This is an optimization exercise on Yosys and OpenROAD, whose aim is small area, not a production implementation.
In this exercise RTL edits were held to simulation tests only and were not proved equivalent to the original.

==> flow/design.v, too long to show whole: its modules and the start of the top module <==
// module neuron: 351 lines
// module relu_sign: 7 lines
// module fa_cell: 10 lines
// module ha_cell: 9 lines
// module sel3: 11 lines
// module g_or: 7 lines
// module g_xor: 7 lines
// module g_xnor: 7 lines
// module g_orn: 7 lines
// module layer_1: 43 lines
// module rec_enc: 44 lines
// module layer_2: 592 lines
// module nano_trigger: 43 lines
module nano_trigger (
    input clk,
    input rst,
    input signed [7:0] energy,
    input signed [7:0] isol,
    input signed [7:0] w1_1,
    input signed [7:0] w1_2,
    input signed [7:0] b1,
    input signed [7:0] w2_1,
    input signed [7:0] w2_2,
    input signed [7:0] b2,
    input signed [7:0] w3_1,
    input signed [7:0] w3_2,
    input signed [7:0] b3,
    input signed [7:0] l2_w1,
    input signed [7:0] l2_w2,
    input signed [7:0] l2_w3,
    input signed [7:0] l2_b,
    output trigger
);
  // ...
==> flow/flow/run.sh <==
#!/bin/bash
# The standard layout (standard.sh) with two changes: the input and
# output port buffers use the smallest buffer cell, and clock tree synthesis
# adds no dummy loads.  The full make output goes to standard_flow.log here.
set -euo pipefail
bash standard.sh \
  "BUFFER_PORTS_ARGS=-buffer_cell sky130_fd_sc_hd__buf_1" \
  "CTS_ARGS=-sink_clustering_enable -repair_clock_nets -buf_list sky130_fd_sc_hd__clkbuf_8 -dont_use_dummy_load" \
  finish > standard_flow.log 2>&1
==> flow/standard.sh <==
#!/bin/bash
# synth_recipe.tcl (not shown) runs the flow's synth.tcl, then flattens the netlist and writes it again
# the make line also repeats each setting of config.mk as NAME=value (left out here)
make -C /OpenROAD-flow-scripts/flow DESIGN_CONFIG=/design/flow/config.mk WORK_HOME=/design/flow/orfs CLKGATE_MAP_FILE= SYNTH_SCRIPT=/design/flow/synth_recipe.tcl "${@:-finish}"
==> flow/config.mk <==
export PLATFORM = sky130hd
export DESIGN_NAME = nano_trigger
export DESIGN_NICKNAME = nano_trigger
export VERILOG_FILES = /design/flow/design.v
export SDC_FILE = /design/flow/constraint.sdc
export NUM_CORES = 4
export LEC_CHECK = 0
export CAP_MARGIN = 10
export CORE_MARGIN = 2
export CORE_UTILIZATION = 60
export CTS_BUF_LIST = sky130_fd_sc_hd__clkbuf_8
export SLEW_MARGIN = 10
export SYNTH_HIERARCHICAL = 1
==> flow/constraint.sdc <==
create_clock -name core_clock -period 18.0 [get_ports {clk}]
set_input_delay 3.6000 -clock core_clock [delete_from_list [all_inputs] [get_ports {clk}]]
set_output_delay 3.6000 -clock core_clock [all_outputs]
set_load 0.01 [all_outputs]
==> summary.md, run 1 <==
| Metric | Value |
|---|---|
| Core Util, Final | 0.652 |
| Relative slew slack | 0.345 |
| Layout clock area frac | 0.00805 |
| Core area | 23600 um^2 |
| Post-Synth Adder-Cell Area | 0.509 |
| GRT Total Usage | 0.298 |
| Status | complete, no violations |
| NonClk Buf Share | 0.0372 |
| Post-synth top cells | fa_1 (352), nand2_1 (163), a222oi_1 (126) |
| DR DRC count | 0 |
| Min-delay src | L1.N1.r[7] |
| Post-synth net total | approximately 1700 |
| Crit path capture | trigger |
| Worst Hold Depth | 0 |
| Xor-xnor portion of the synthesized cell area | 0.0512 |
| Commonest non-fill, non-tap cells in the layout | fa_1 (352), nand2_1 (163), a222oi_1 (126) |
| Top routing layer in use | met4 |
| Critical path depth | 20 |
| WL met2 | 18800 um |
| Rows | 56 |
| Largest stage delay on the critical path | 0.57 ns |
| Initial Util | 0.616 |
| Ys async rst share | 1.00 |
| Top cell category | multi-input combinational cells |
| Via count of the routed design | 10400 |
| Avg WL per Cell | approximately 22 um |
| Pre-CTS worst setup slack | ~4.5 ns |
| Primary FF master, synth | dfrtp_1 |
==> run 2: changes to the inputs <==
--- a/flow/config.mk
+++ b/flow/config.mk
@@ -8,5 +8,5 @@
 export CAP_MARGIN = 10
 export CORE_MARGIN = 2
-export CORE_UTILIZATION = 60
+export CORE_UTILIZATION = 50
 export CTS_BUF_LIST = sky130_fd_sc_hd__clkbuf_8
 export SLEW_MARGIN = 10
==> summary.md, run 2 <==
| Metric | Value |
|---|---|
| Status | complete, no violations |
| Ys async rst share | 1.00 (unchanged) |
| Relative slew slack | 0.295 (-0.0503) |
| DIE AREA | about 30000 um^2 |
| Via count of the routed design | 10400 (+0.52%) |
| 1st-iter DRT viols | roughly 1600 |
| Sequential share of the synthesized area | 0.139 |
| Hold Buf Count CTS | 0 |
| Die W | 175 um |
| Core area | 28700 um^2 (+22%) |
| Antenna diode count | 0 |
| HP Class | flop to flop |
| Clk Latency, worst-skew pair | 0.36 ns |
| Yosys warning count | 7 |
| Dpl hpwl | approximately 30000 um |
| Share of cells above drive strength 1 | 0.0421 |
| WS Path Type | input pin to output port |
| First-pass DRT Iterations | 15 |
| Mapped Area | about 15000 um^2 |
| Crit path launch type | input pin |
| Post-synthesis to final-layout area growth | 6.23% |
| Post-synth top cells | fa_1 (352), nand2_1 (163), a222oi_1 (126) |
| Total Wirelength | about 37000 um |
| Largest cells by area after synthesis | fa_1 (48%), dfrtp_1 (14%), a222oi_1 (8.7%) |
| Worst-path maximum fanout | 9 |
| Cell taking the most area after synthesis | fa_1 |
| Clock skew | 0.0133 ns |
| CTS Buf Count | 9 |
| Number of failing hold endpoints at the final stage | 0 |
| Post CTS Setup Buffer Count | 0 |
| CTS tree | done |
| Post-synth EDFFs | 0 |
| Measured slew at the worst slew-check pin | ~1.1 ns |
| CP required | approximately 14 ns |
| Primary FF master, synth | dfrtp_1 |
| Synth Instances | approximately 1200 |
| DR DRC count | 0 (unchanged) |
| Initial Util | 0.507 (-0.109) |
| Commonest non-fill, non-tap cell in the layout | fa_1 |
| Final ANT Viol Nets | 0 |
| First-pass GRT wire length | 60100 um |
| Htree depth | 3 |
| Fin Hold WS | between 0.3 and 0.4 ns |
| Gpl congestion | 0.889 |
| Vias in the first global route | roughly 11000 |
| Final Cycle Share | 0.747 |
| Avg WL per Cell | 21.9 um (-0.33%) |
| Port bufs | 122 |
| #FFs+latches synth | 81 |
| Critical Path AT | approximately 10 ns |
| CTS sink cnt | between 80 and 90 |
| Library cells used by synthesis | 32 |
| Post-synth net total | 1735 (unchanged) |
| Tmin final | roughly 13 ns |
| Max-slew violations | 0 |
| FMAX | 74.4 MHz |
| CTS Root Cell | clkbuf_8 |
| RSZ-0062 raised after global routing | no |
| Yosys top cell area share | 0.484 |
| Setup TNS | 0 ns |
| Total grt overflow | 0 |
| Max_cap viols | 0 |
| I/O pin cnt | between 100 and 150 |
| Setup-failing EPs final | 0 |
| Fin nets | 1832 |
| Largest net degree at the start of global routing | 31 |
| Worst-case clock buffer depth | 2 |
| GRT Total Usage | 0.255 (-0.0428) |
| Antenna violations before repair | 0 |
| Post-CTS Resized | 0 |
| Die Y | 175 um |
| Most common cell in the netlist | fa_1 |
| Crit end category | output port |
| Clock-pin slew on the worst setup and hold paths | 0.08 ns |
| Rows | 62 (+11%) |
| Synth Area per Inst | 11.8 um^2 |
| Via density | around 6.1 |
| Commonest non-fill, non-tap cells in the layout | fa_1 (352), nand2_1 (163), a222oi_1 (126) |
run 2: area by class of cell:
type | count | area (um^2)
inverter | 88 | 330
multi-input combinational | 1016 | 11900
fill | 2649 | 13200
sequential | 81 | 2030
clock buffer | 9 | 124
timing repair buffer | 136 | 566
tap | 384 | 480
run 2: critical path, cell delays in order:
cell and delay (ns):
buf_1 0.33, nand2_1 0.15, fa_1 0.46, fa_1 0.49
fa_1 0.50, fa_1 0.57, fa_1 0.43, fa_1 0.51
fa_1 0.40, or2_1 0.24, maj3_1 0.34, or2_1 0.25
maj3_2 0.34, a221oi_2 0.24, nor3_1 0.07, or2_1 0.22
or2_1 0.23, a21o_1 0.17, o21ai_0 0.12, buf_1 0.19
run 2: modules after synthesis (local to each module, per instance), a selection:
| module | area, um^2 | flops+latches |
|---|---|---|
| fa_cell | 20.0 | 0 |
| g_or | 6.26 | 0 |
| g_orn | 6.26 | 0 |
| g_xor | 8.76 | 0 |
| layer_2 | 1090 | 0 |
| neuron | 1260 | 27 |
| rec_enc | 168 | 0 |
| sel3 | 10.0 | 0 |
run 2: routing by layer:
metal / track usage / wire length (um) / up-vias / share of wire
li1: - / - / 4470 / -
met1: 0.321 / 13700 / 5368 / 0.36
met2: 0.460 / 19900 / 513 / 0.53
met3: 0.0215 / 2510 / 68 / 0.067
met4: 0.0969 / 1410 / 0 / 0.038
met5: 0 / 0 / - / 0
run 2: path summary, 6_finish.rpt:
check	from	end	slack, ns	cells after the start
worst min register to register	L1.N2.r[5]	L1.N2.y[5]	0.33	0
worst max-delay path	l2_w1[5]	trigger	4.56	20
worst min-delay path	L1.N2.r[5]	L1.N2.y[5]	0.33	0
min in group asynchronous	rst	L1.N3.y[8]	3.56	2
worst max register to register	L1.N3.u[0]	L1.N3.r[8]	14.45	10
max in group asynchronous	rst	L1.N2.y[6]	13.83	2
run 2: stage by stage:
stage	setup WS [ns]	cells	utilization	cell area (um^2)
2_1_floorplan	5.14	1235	-	14600
3_3_place_gp	4.55	1705	0.534	15300
3_5_place_dp	4.54	1705	0.534	15300
4_1_cts	4.53	1714	0.539	15500
5_1_grt	4.32	1714	0.539	15500
6_report	4.56	1714	0.539	15500
run 2: cells by family after synthesis:
logic type,Yosys count,synth area share
buffers and inverters,138,0.0418
AOI/OAI and AO/OA,201,0.126
xor gates and xnor gates,85,0.0512
and+or+nand+nor,313,0.107
DFF,81,0.139
adders and majority gates,381,0.509
muxes,36,0.0263
==> run 3: changes to the inputs <==
==> flow/flow/run.sh (replaced) <==
#!/bin/bash
# The standard layout (standard.sh) with three changes: the input and
# output port buffers use the smallest buffer cell, clock tree synthesis adds
# no dummy loads, and it clusters up to 30 flip-flops per leaf buffer.  The
# full make output goes to standard_flow.log here.
set -euo pipefail
bash standard.sh \
  "BUFFER_PORTS_ARGS=-buffer_cell sky130_fd_sc_hd__buf_1" \
  "CTS_ARGS=-sink_clustering_enable -repair_clock_nets -buf_list sky130_fd_sc_hd__clkbuf_8 -sink_clustering_size 30 -sink_clustering_max_diameter 200 -dont_use_dummy_load" \
  finish > standard_flow.log 2>&1
--- a/flow/config.mk
+++ b/flow/config.mk
@@ -6,8 +6,10 @@
 export NUM_CORES = 4
 export LEC_CHECK = 0
-export CAP_MARGIN = 10
+export CAP_MARGIN = 5
 export CORE_MARGIN = 2
-export CORE_UTILIZATION = 50
+export CORE_UTILIZATION = 60
 export CTS_BUF_LIST = sky130_fd_sc_hd__clkbuf_8
-export SLEW_MARGIN = 10
+export CTS_CLUSTER_DIAMETER = 200
+export CTS_CLUSTER_SIZE = 30
+export SLEW_MARGIN = 5
 export SYNTH_HIERARCHICAL = 1
==> summary.md, run 3 <==
| Metric | Value |
|---|---|
| Initial Util | 0.616 (+0.109) |
| Die W | 160 um (-8.5%) |
| Number of failing hold endpoints at the final stage | 0 (unchanged) |
| Clk Latency, worst-skew pair | 0.37 ns (about the same) |
| Reg area | 2030 um^2 (unchanged) |
| Critical Path AT | 9.84 ns (about the same) |
| Final Cycle Share | 0.747 (about the same) |
| Post CTS Setup Buffer Count | 0 (unchanged) |
| Post-synth top cells | fa_1 (352), nand2_1 (163), a222oi_1 (126) |
| Via count of the routed design | 10400 (-0.52%) |
| CTS sink cnt | 81 (unchanged) |
| Die Y | 160 um (-8.5%) |
| Setup TNS | 0 ns (unchanged) |
| Tmin final | 13.44 ns (-0.00342 ns) |
| Slowest-stage cell, CP | fa_1 |
| Worst-path maximum fanout | 9 (unchanged) |
| Htree depth | 3 (unchanged) |
| Crit path launch type | input pin |
| RSZ-0062 raised after global routing | no |
| I/O pin cnt | 123 (unchanged) |
| Synth Instances | 1235 (unchanged) |
| CTS Buf Count | 9 (unchanged) |
| Commonest non-fill, non-tap cells in the layout | fa_1 (352), nand2_1 (163), a222oi_1 (126) |
| Largest cells by area after synthesis | fa_1 (48%), dfrtp_1 (14%), a222oi_1 (8.7%) |
| Clock-pin slew on the worst setup and hold paths | 0.09 ns (about the same) |
| Post-synth EDFFs | 0 (unchanged) |
| Vias in the first global route | 11100 (+0.13%) |
| CTS tree | done |
| Post-synthesis to final-layout area growth | 5.74% |
| Final ANT Viol Nets | 0 (unchanged) |
| #FFs+latches synth | 81 (unchanged) |
| Total Wirelength | 36200 um (-3.4%) |
| Synth Area per Inst | 11.8 um^2 (unchanged) |
| CTS Root Cell | clkbuf_8 |
| Max_cap viols | 0 (unchanged) |
| Cell taking the most area after synthesis | fa_1 |
| Commonest non-fill, non-tap cell in the layout | fa_1 |
| Crit-path most repeated cell | fa_1 |
| Via density | 6.28 (+3.3%) |
| CP cell instances | buf_1 > nand2_1 > fa_1 > fa_1 > fa_1 > fa_1 > fa_1 > fa_1 > fa_1 > or2_1 > maj3_1 > or2_1 > maj3_2 > a221oi_2 > nor3_1 > or2_1 > or2_1 > a21o_1 > o21ai_0 > buf_1 |
| First-pass GRT wire length | 59000 um (-1.9%) |
| Worst-case clock buffer depth | 2 (unchanged) |
| CP required | 14.40 ns (about the same) |
| Yosys warning count | 7 (unchanged) |
| Status | complete, no violations |
| Port bufs | 122 (unchanged) |
| WS Path Type | input pin to output port |
| Measured slew at the worst slew-check pin | 0.981 ns (-0.0753 ns) |
| Gpl congestion | 0.906 (+1.9%) |
| Mapped Area | 14600 um^2 (unchanged) |
| Post-CTS Resized | 0 (unchanged) |
| FMAX | 74.4 MHz (about the same) |
| GRT Total Usage | 0.298 (+0.0428) |
| Hold Buf Count CTS | 0 (unchanged) |
| Library cells used by synthesis | 32 (unchanged) |
| Yosys top cell area share | 0.484 (unchanged) |
| Antenna violations before repair | 1 (+1) |
| 1st-iter DRT viols | 1532 (-3.1%) |
| Area occupied by multi-input gates | 11900 um^2 (unchanged) |
| Most common cell in the netlist | fa_1 |
| Dpl hpwl | 29500 um (-2.8%) |
| Setup-failing EPs final | 0 (unchanged) |
| Rows | 56 (-9.7%) |
| Core area | 23600 um^2 (-18%) |
| Total grt overflow | 0 (unchanged) |
| Relative slew slack | 0.345 (+0.0503) |
| Ys async rst share | 1.00 (unchanged) |
| Max-slew violations | 0 (unchanged) |
| DR DRC count | 0 (unchanged) |
| Share of cells above drive strength 1 | 0.0428 (+0.000720) |
| Fin Hold WS | 0.321 ns (-0.0140 ns) |
| Primary FF master, synth | dfrtp_1 |
| Sequential share of the synthesized area | 0.139 (unchanged) |
| FILL cells | 2000 (-24%) |
| Largest stage delay on the critical path | 0.57 ns (about the same) |
| Post-synth net total | 1735 (unchanged) |
| Largest net degree at the start of global routing | 30 (-3.2%) |
| Clock skew | 0.0302 ns (+0.0169 ns) |
| Avg WL per Cell | 21.9 um (+0.33%) |
| First-pass DRT Iterations | 16 (+1) |
| Fin nets | 1833 (+0.055%) |
| HP Class | flop to flop |
| Crit end category | output port |
| DIE AREA | 25500 um^2 (-16%) |
==> run 3: cell families after synthesis <==
logic type,Yosys count,share of synthesized area
flops,81,0.139
buf+inv,138,0.0418
fa+ha+maj,381,0.509
xor+xnor,85,0.0512
compound gates,201,0.126
simple gates,313,0.107
mux,36,0.0263
==> run 3: final timing paths <==
kind	start	end	slack [ns]	depth (start not counted)
setup / recovery	l2_w1[5]	trigger	4.56	20
hold / removal	L1.N1.r[7]	L1.N1.y[7]	0.32	0
setup reg to reg	L1.N2.u[0]	L1.N2.r[6]	14.48	10
hold reg to reg	L1.N1.r[7]	L1.N1.y[7]	0.32	0
max in group asynchronous	rst	L1.N2.u[0]	13.78	2
min in group asynchronous	rst	L1.N1.y[7]	3.58	2
==> run 3: Yosys stat by module, one instance, submodules excluded, excerpt <==
module / flops+latches / cell area, um^2 / cells inside / times used
neuron: 27 / 1260 / 112 / 3
layer_2: 0 / 1090 / 239 / 1
fa_cell: 0 / 20.0 / 1 / 352
ha_cell: 0 / 12.5 / 1 / 20
g_or: 0 / 6.26 / 1 / 76
g_orn: 0 / 6.26 / 1 / 7
==> run 3: critical path: cells and delay by family <==
kind,cells,cell delay (ns)
AND/OR/NAND/NOR,6,1.16
buffers and inverters,2,0.52
AO/OA/AOI/OAI,3,0.56
adder cells (fa/ha/maj),9,4.00
==> run 3: metrics by stage <==
stage                     cell area (um^2)  cells  worst slack, ns   util
after detailed placement             15300   1641             4.55  0.646
after global placement               15300   1641             4.60  0.646
after floorplan                      14600   1235             5.14      -
final                                15400   1651             4.56  0.652
after global routing                 15400   1651             4.30  0.652
after CTS                            15400   1650             4.56  0.652
==> run 3: layer usage <==
layer  track usage  part of all wire
met5             0                 0
met1         0.380              0.36
met4         0.132             0.047
met2         0.516              0.52
met3        0.0366             0.072
==> run 3: area by class of cell <==
cell class,count,share of cell area
clock buffers,9,0.00805
diodes,1,0.000163
flip-flops and latches,81,0.132
inverters,88,0.0215
well taps,319,0.0259
multi-input cells,1016,0.775
repair buffers,137,0.0372

## re-timing with driven ports
In the flow no input, the clock included, has a driving cell. The finished layouts below were timed again as built, in two steps.
Step 1, drivers: a clkbuf_16 drives clk and a buf_2 each remaining input, both assumed.
Step 2 also shifts input and output timing later by t, the mid clock arrival at the registers, as if the neighbouring blocks saw the same clock.
Three values: no drivers, after step 1, after step 2; two values: the first two.
| run | shift t [ns] | setup slack, ns | slew at the worst register clock pin (ns) |
|---|---|---|---|
| run 1 | 0.387 | 4.562 / 4.521 / 4.521 | 0.10 / 0.10 |
| run 2 | 0.393 | 4.558 / 4.524 / 4.524 | 0.08 / 0.08 |
| run 3 | 0.387 | 4.562 / 4.521 / 4.521 | 0.10 / 0.10 |
After both steps setup and hold are still met in every run listed.
